From an optimization exercise on the open Yosys and OpenROAD flow, aimed at small area and a short achievable clock period; shortcuts taken in it are not production practice. Where RTL was checked, it was by simulation tests only, not by an equivalence proof against the original. Power and IR drop assume default switching activity.

==> flow/design.v (excerpt) <==
module sata_link(
   trn_rsof_n, trn_reof_n, trn_rd, trn_rsrc_rdy_n,
   trn_tdst_rdy_n, trn_tdst_dsc_n, trn_csof_n, trn_ceof_n, trn_cd,
   trn_csrc_rdy_n, trn_csrc_dsc_n, txdata, txdatak,
   phyclk, host_rst, trn_rdst_rdy_n, trn_rdst_dsc_n, trn_tsof_n,
   trn_teof_n, trn_td, trn_tsrc_rdy_n, trn_tsrc_dsc_n, trn_cdst_rdy_n,
   trn_cdst_dsc_n, txdatak_pop, rxdata, rxdatak, linkup
   );
Size: roughly 4800 cells after synthesis, ~1500 flip-flops.
Settings: LEC_CHECK=0, CAP_MARGIN=20, CORE_MARGIN=2, CORE_UTILIZATION=55, CTS_CLUSTER_DIAMETER=100, CTS_CLUSTER_SIZE=25, PLACE_DENSITY=0.65, SETUP_SLACK_MARGIN=3.6, SLEW_MARGIN=20, TNS_END_PERCENT=10; clock period 6.5 ns.
standard.sh (not shown) runs the stock make flow with config.mk's settings and CLKGATE_MAP_FILE= SYNTH_SCRIPT=/design/flow/synth_recipe.tcl, a recipe that flattens the netlist after the stock synthesis.
==> flow/flow/run.sh <==
#!/bin/bash
# Layout flow: the standard ORFS flow (standard.sh: unchanged synthesis,
# floorplan, power grid, placement, CTS and routing) with three extra ORFS
# settings:
#  - port buffers are sky130_fd_sc_hd__buf_2 instead of the delay cell
#    buffer_ports picks by default (BUFFER_PORTS_ARGS);
#  - the resizer may change a cell's footprint (MATCH_CELL_FOOTPRINT=0), so
#    port buffers and gates on critical paths can be sized freely;
#  - CTS clusters up to 25 sinks within 100 um and adds no dummy loads
#    (CTS_ARGS; the other arguments are the ones cts.tcl uses by default).
# The full output of the run goes to standard.log in the work folder.
set -euo pipefail
bash standard.sh \
  "BUFFER_PORTS_ARGS=-buffer_cell sky130_fd_sc_hd__buf_2" \
  MATCH_CELL_FOOTPRINT=0 \
  "CTS_ARGS=-sink_clustering_enable -repair_clock_nets -sink_clustering_size 25 -sink_clustering_max_diameter 100 -dont_use_dummy_load" \
  finish > standard.log 2>&1
Change:
--- a/flow/design.v
+++ b/flow/design.v
@@ -984,34 +984,25 @@
         hwr     <= hwr_n;
         t_empty <= tcnt_n == 4'hf;
         t_low   <= tcnt_n == 4'hf || tcnt_n == 4'h0 || tcnt_n == 4'h1;
         t_full  <= tcnt_n == 4'he;
         afull_q <= tcnt_n == 4'hc || tcnt_n == 4'hd || tcnt_n == 4'he;
         afull_nq <= ~(tcnt_n == 4'hc || tcnt_n == 4'hd || tcnt_n == 4'he);
         rd_sof  <= head_n[32];
         rd_eof  <= head_n[33];
      end
    wire [31:0] dat_n = eofr_n ? wr_di_n : head_n[31:0];
-   reg  [31:0] txdata_n;
-   reg         txdatak_n;
-   always @(*)
-     begin
-        txdatak_n = (ns_k | as_n | pi_n) && ~di_n;
-        if (as_n)
-          txdata_n = P_ALIGN;
-        else if (pi_n && ~di_n)
-          txdata_n = cde_n ? P_EOF : P_SOF;
-        else if (di_n || ~ns_k)
-          txdata_n = dat_n;
-        else
-          txdata_n = ns_char;
-     end
+   wire        sel_ch = ~as_n & ~pi_n & ~di_n;          
+   wire [31:0] tx_y   = as_n ? P_ALIGN :
+                        (pi_n & ~di_n) ? (cde_n ? P_EOF : P_SOF) : dat_n;
+   wire [31:0] txdata_n  = (sel_ch & ns_k) ? ns_char : tx_y;
+   wire        txdatak_n = (ns_k | as_n | pi_n) && ~di_n;
    reg [31:0] txdata_q;
    reg        txdatak_q;
    always @(posedge phyclk)
      begin
         align_cnt   <= align_cnt_n;
         as_q        <= as_n;
         c12_q       <= c12_n;
         lk_d1       <= lk;
         lk_d2       <= lk_d1;
         prim_insert <= pi_n;
=> The changed run went through all stages and came out clean; die area falls by about 2.3%; design area falls by about 2.3%; clock-buffer cell count rises by 1; fmax rises by about 1.5%; routed wire length falls by 6.9%; total power hardly moves; first-iteration DRC count falls by about 20%.
Only the layout flow was run in the first run of this note; the RTL was not checked for function there.

--- another note on this design; it stands on its own ---

## sata_link
module sata_link(
   trn_rsof_n, trn_reof_n, trn_rd, trn_rsrc_rdy_n,
   trn_tdst_rdy_n, trn_tdst_dsc_n, trn_csof_n, trn_ceof_n, trn_cd,
   trn_csrc_rdy_n, trn_csrc_dsc_n, txdata, txdatak,
   phyclk, host_rst, trn_rdst_rdy_n, trn_rdst_dsc_n, trn_tsof_n,
   trn_teof_n, trn_td, trn_tsrc_rdy_n, trn_tsrc_dsc_n, trn_cdst_rdy_n,
   trn_cdst_dsc_n, txdatak_pop, rxdata, rxdatak, linkup
   );
Size in the first run: roughly 1500 flip-flops, ~180 I/O pins, about 62000 µm² of cells after synthesis.
export LEC_CHECK = 0
export CAP_MARGIN = 20
export CORE_MARGIN = 2
export CORE_UTILIZATION = 65
export CTS_CLUSTER_DIAMETER = 100
export CTS_CLUSTER_SIZE = 25
export PLACE_DENSITY = 0.75
export SETUP_SLACK_MARGIN = 3.6
export SLEW_MARGIN = 20
export TNS_END_PERCENT = 10
create_clock -name core_clock -period 6.5 [get_ports {phyclk}]
standard.sh (not shown) runs the stock make flow with config.mk's settings and CLKGATE_MAP_FILE= SYNTH_SCRIPT=/design/flow/synth_recipe.tcl, a recipe that flattens the netlist after the stock synthesis.
==> flow/flow/run.sh <==
#!/bin/bash
# Layout flow: the standard ORFS flow (standard.sh: unchanged synthesis,
# floorplan, power grid, placement, CTS and routing) with three extra ORFS
# settings:
#  - port buffers are sky130_fd_sc_hd__buf_2 instead of the delay cell
#    buffer_ports picks by default (BUFFER_PORTS_ARGS);
#  - the resizer may change a cell's footprint (MATCH_CELL_FOOTPRINT=0), so
#    port buffers and gates on critical paths can be sized freely;
#  - CTS clusters up to 25 sinks within 100 um and adds no dummy loads
#    (CTS_ARGS; the other arguments are the ones cts.tcl uses by default).
# The full output of the run goes to standard.log in the work folder.
set -euo pipefail
bash standard.sh \
  "BUFFER_PORTS_ARGS=-buffer_cell sky130_fd_sc_hd__buf_2" \
  MATCH_CELL_FOOTPRINT=0 \
  "CTS_ARGS=-sink_clustering_enable -repair_clock_nets -sink_clustering_size 25 -sink_clustering_max_diameter 100 -dont_use_dummy_load" \
  finish > standard.log 2>&1
The baseline passed the timing, DRC and antenna checks.
Change:
--- a/flow/config.mk
+++ b/flow/config.mk
@@ -8,9 +8,9 @@
 export CAP_MARGIN = 20
 export CORE_MARGIN = 2
-export CORE_UTILIZATION = 65
+export CORE_UTILIZATION = 55
 export CTS_CLUSTER_DIAMETER = 100
 export CTS_CLUSTER_SIZE = 25
-export PLACE_DENSITY = 0.75
-export SETUP_SLACK_MARGIN = 3.6
+export PLACE_DENSITY = 0.65
+export SETUP_SLACK_MARGIN = 3.8
 export SLEW_MARGIN = 20
-export TNS_END_PERCENT = 10
+export TNS_END_PERCENT = 30
After rerunning: Cell count rose by 5.0%. Combinational power rose by 5.6%. Core utilization fell by 9.5 points. Total power rose by 2.2%. Non-clock buffer count rose by 58. Routed wire length rose by 3.3%.

==> re-timing with driven ports <==
The flow's constraints put no driver on any port. The routed layouts listed below were extracted and timed again, unchanged, in two steps. Step 1 assumes that a clkbuf_16 drives the clock port and a buf_2 every other input. Step 2 moves the port delays by t, midway between the first and last clock arrival at a register: inputs arrive t later, outputs are due t later. That takes back most of the time a late clock gives input paths. a / b / c = ideal / step 1 / step 2; a / b = the first two.
run	t (ns)	slack for setup (ns)	worst register clock-pin slew, ns	pins driven straight from the clock port
the first run of note 1	0.745	3.408 / 3.423 / 2.723	0.12 / 0.12	1
the second run of note 1	0.732	3.453 / 3.437 / 2.706	0.11 / 0.11	1
the first run of note 2	0.730	3.430 / 3.455 / 2.725	0.11 / 0.11	1
the second run of note 2	0.736	3.450 / 3.450 / 2.825	0.11 / 0.11	1
After both steps every run listed still meets setup and hold. The setup slack of the second run of note 1, which loses most, moves by -0.016 ns with the drivers and by -0.747 ns with both steps.
